This is an optimization exercise on Yosys and OpenROAD, whose aim is a short achievable clock period and few clock cycles, not a production implementation. Function was checked by simulation only, so behaviour that the tests miss may differ from the original. Power and IR drop assume default switching activity.

Design datapath, start of the top module:
module datapath (
    input clk,
    input rst,
    input [31:0] data_in,
    input [31:0] inst_in,
    output [1:0] read_en,
    output [1:0] write_en,
    output [31:0] data_addr,
    output [31:0] inst_addr,
    output [31:0] data_out
);
Size in the first run: about 5500 cells after synthesis, roughly 1400 flip-flops, about 170 I/O pins, ~73000 um2 of cells after synthesis.
==> flow/config.mk <==
export PLATFORM = sky130hd
export DESIGN_NAME = datapath
export DESIGN_NICKNAME = datapath
export VERILOG_FILES = /design/flow/design.v
export SDC_FILE = /design/flow/constraint.sdc
export NUM_CORES = 4
export LEC_CHECK = 0
export ABC_CLOCK_PERIOD_IN_PS = 3000
export CAP_MARGIN = 20
export CORE_MARGIN = 2
export CORE_UTILIZATION = 40
export PLACE_DENSITY = 0.6
export SETUP_SLACK_MARGIN = 5
export SLEW_MARGIN = 20
==> flow/constraint.sdc <==
create_clock -name core_clock -period 10.0 [get_ports {clk}]
set_input_delay 2.0000 -clock core_clock [delete_from_list [all_inputs] [get_ports {clk}]]
set_output_delay 2.0000 -clock core_clock [all_outputs]
set_load 0.01 [all_outputs]
run.sh (not shown) runs the stock make flow with config.mk's settings and CLKGATE_MAP_FILE= SYNTH_SCRIPT=/design/flow/synth_recipe.tcl, a recipe that flattens the netlist after the stock synthesis.
The baseline finished with timing, DRC and antenna clean.
Testbench counts at the start, summed over its fixed seeds: cycles 93,449.
Edit:
==> flow/flow/run.sh (new file) <==
#!/bin/bash
set -euo pipefail
MARGIN=7
sed -E "s/SETUP_SLACK_MARGIN=[0-9.]+/SETUP_SLACK_MARGIN=${MARGIN}/" standard.sh > standard_margin.sh
grep -q "SETUP_SLACK_MARGIN=${MARGIN}" standard_margin.sh
bash standard_margin.sh > make_finish.log 2>&1
==> flow/standard.sh (new file) <==
#!/bin/bash
# synth_recipe.tcl (not shown) runs the flow's synth.tcl, then flattens the netlist and writes it again
# the make line also repeats each setting of config.mk as NAME=value (left out here)
make -C /OpenROAD-flow-scripts/flow DESIGN_CONFIG=/design/flow/config.mk WORK_HOME=/design/flow/orfs CLKGATE_MAP_FILE= SYNTH_SCRIPT=/design/flow/synth_recipe.tcl "${@:-finish}"
removed: flow/run.sh
After rerunning: The changed run produced a clean layout. Cell area goes up by about 9%. Core utilization goes up by 4.4 points. Die area does not change. Cell count goes up by 5.1%. Global-route usage goes up by 1.6 points. Count of clock-buffer cells in the layout goes up by 12. Hold slack hardly moves. Flip-flop and latch count is unchanged.

* * *

Another version of the RTL of datapath (not shown whole).
Size in the first run: about 7100 cells after synthesis, about 1400 flip-flops, ~170 I/O pins, ~0.085 sq mm of cells after synthesis.
Settings: LEC_CHECK=0, ABC_CLOCK_PERIOD_IN_PS=3000, CAP_MARGIN=20, CORE_MARGIN=2, CORE_UTILIZATION=45, PLACE_DENSITY=0.65, SETUP_SLACK_MARGIN=5, SLEW_MARGIN=20; clock period 10.0 ns.
standard.sh (not shown) runs the stock make flow with config.mk's settings and CLKGATE_MAP_FILE= SYNTH_SCRIPT=/design/flow/synth_recipe.tcl, a recipe that flattens the netlist after the stock synthesis.
==> flow/flow/run.sh <==
#!/bin/bash
set -euo pipefail
MARGIN=7
sed -E "s/SETUP_SLACK_MARGIN=[0-9.]+/SETUP_SLACK_MARGIN=${MARGIN} MATCH_CELL_FOOTPRINT=0/" standard.sh > standard_margin.sh
grep -q "SETUP_SLACK_MARGIN=${MARGIN} MATCH_CELL_FOOTPRINT=0" standard_margin.sh
bash standard_margin.sh > make_finish.log 2>&1
Testbench counts at the start, summed over its fixed seeds: cycles 96,728.
Change:
==> flow/flow/run.sh (replaced) <==
#!/bin/bash
set -euo pipefail
MARGIN=6.3
sed -E "s/SETUP_SLACK_MARGIN=[0-9.]+/SETUP_SLACK_MARGIN=${MARGIN} MATCH_CELL_FOOTPRINT=0/" standard.sh > standard_margin.sh
grep -q "SETUP_SLACK_MARGIN=${MARGIN} MATCH_CELL_FOOTPRINT=0" standard_margin.sh
bash standard_margin.sh > make_finish.log 2>&1
- CORE_UTILIZATION: 45 -> 40
- PLACE_DENSITY: 0.65 -> 0.6
After rerunning: The changed run completed with no timing, DRC or antenna violations. Setup slack gets better by 0.096 ns. Clock skew went up by 0.0045 ns. Clock-buffer cell count went down by 10. Non-clock buffer count went down by 361. Wire length went down by 5.2%. Fmax went up by 2.5%. Synthesized area stays the same. Core utilization went down by 9.3 points. Die area went up by 12%. Sequential power went down by 4.7%.
Change:
==> flow/flow/run.sh (replaced) <==
#!/bin/bash
set -euo pipefail
MARGIN=7
sed -E "s/SETUP_SLACK_MARGIN=[0-9.]+/SETUP_SLACK_MARGIN=${MARGIN} MATCH_CELL_FOOTPRINT=0/" standard.sh > standard_margin.sh
grep -q "SETUP_SLACK_MARGIN=${MARGIN} MATCH_CELL_FOOTPRINT=0" standard_margin.sh
bash standard_margin.sh > make_finish.log 2>&1
- ABC_CLOCK_PERIOD_IN_PS: 3000 -> 2000
Result: The changed run completed with no timing, DRC or antenna violations; total power increases by 3.2%; first-iteration DRC count increases by 9.6%; setup slack is better by 0.036 ns; routed wire length increases by 6.5%; die area does not change; cell area increases by 5.2%; synthesized area stays the same; via count increases by 3.6%; synthesized cell count does not change.
Change:
- ABC_CLOCK_PERIOD_IN_PS: 2000 -> 3000
Outcome: Combinational power is about the same. Total power is unchanged. Die area stays the same. Cell count stays the same. Routed wire length does not change. Worst setup slack is unchanged.

* * *

## MS
datapath, a different RTL version from the one above (not shown whole).
For scale: about 7000 cells after synthesis, about 1400 flip-flops, roughly 0.083 mm2 of cells after synthesis.
==> flow/config.mk <==
export PLATFORM = sky130hd
export DESIGN_NAME = datapath
export DESIGN_NICKNAME = datapath
export VERILOG_FILES = /design/flow/design.v
export SDC_FILE = /design/flow/constraint.sdc
export NUM_CORES = 4
export LEC_CHECK = 0
export ABC_CLOCK_PERIOD_IN_PS = 3000
export CAP_MARGIN = 20
export CORE_MARGIN = 2
export CORE_UTILIZATION = 40
export PLACE_DENSITY = 0.6
export SETUP_SLACK_MARGIN = 5
export SLEW_MARGIN = 20
==> flow/constraint.sdc <==
create_clock -name core_clock -period 10.0 [get_ports {clk}]
set_input_delay 2.0000 -clock core_clock [delete_from_list [all_inputs] [get_ports {clk}]]
set_output_delay 2.0000 -clock core_clock [all_outputs]
set_load 0.01 [all_outputs]
==> flow/flow/run.sh <==
#!/bin/bash
set -euo pipefail
MARGIN=7
sed -E "s/SETUP_SLACK_MARGIN=[0-9.]+/SETUP_SLACK_MARGIN=${MARGIN}/" standard.sh > standard_margin.sh
grep -q "SETUP_SLACK_MARGIN=${MARGIN}" standard_margin.sh
bash standard_margin.sh > make_finish.log 2>&1
Testbench counts of MS, summed over its fixed seeds: cycles 93,449.
Relative to MS, the following input files were edited for TR:
==> flow/flow/run.sh <==
#!/bin/bash
set -euo pipefail
MARGIN=7
sed -E "s/SETUP_SLACK_MARGIN=[0-9.]+/SETUP_SLACK_MARGIN=${MARGIN} MATCH_CELL_FOOTPRINT=0/" standard.sh > standard_margin.sh
grep -q "SETUP_SLACK_MARGIN=${MARGIN} MATCH_CELL_FOOTPRINT=0" standard_margin.sh
bash standard_margin.sh > make_finish.log 2>&1
[summary]
Looking at the reports, TR completed the entire flow and the layout it produced met the timing, DRC and antenna checks.
Compared with MS, in TR timing-limited maximum frequency down 1.5%; fraction of layout instances using a drive strength above 1 down 0.64 points; sequential portion of the cell area flat.
Relative to MS, clock power has gone down in TR.
The run with more routed wire is TR, not MS.
The synthesized cell count on TR is in line with that on MS.
Final core area utilization essentially unchanged between MS and TR.

==> what the ideal ports hide <==
The results above use ideal ports. As a check the final layouts listed here were re-extracted and re-timed, cells and wires unchanged.
Step 1 assumes that a clkbuf_16 drives the clock port and a buf_2 every other input.
Step 2 adds t to the input delays and takes it off the output delays; t is the mean of the earliest and latest rising clock arrival at the registers after step 1. Input paths then give back, and output paths get back, about the clock's delay inside the block.
Slacks: no drivers / after step 1 / after step 2; pairs: no drivers / after step 1.
run | t (ns) | slack for setup (ns) | pins driven straight from the clock port
the first run of note 1 | 0.902 | 5.093 / 5.093 / 4.317 | 1
the second run of note 1 | 0.888 | 5.389 / 5.389 / 4.643 | 1
the first run of note 2 | 0.901 | 6.012 / 6.012 / 5.370 | 1
the second run of note 2 | 0.943 | 6.108 / 6.108 / 5.224 | 1
the third run of note 2 | 0.919 | 6.144 / 6.144 / 5.344 | 1
the fourth run of note 2 | 0.919 | 6.144 / 6.144 / 5.344 | 1
MS | 0.895 | 5.617 / 5.617 / 4.829 | 1
TR | 0.893 | 5.549 / 5.549 / 4.746 | 1
After both steps every run listed still meets setup and hold. The setup slack of the second run of note 2, which loses most, moves by 0.000 ns with the drivers and by -0.884 ns with both steps.
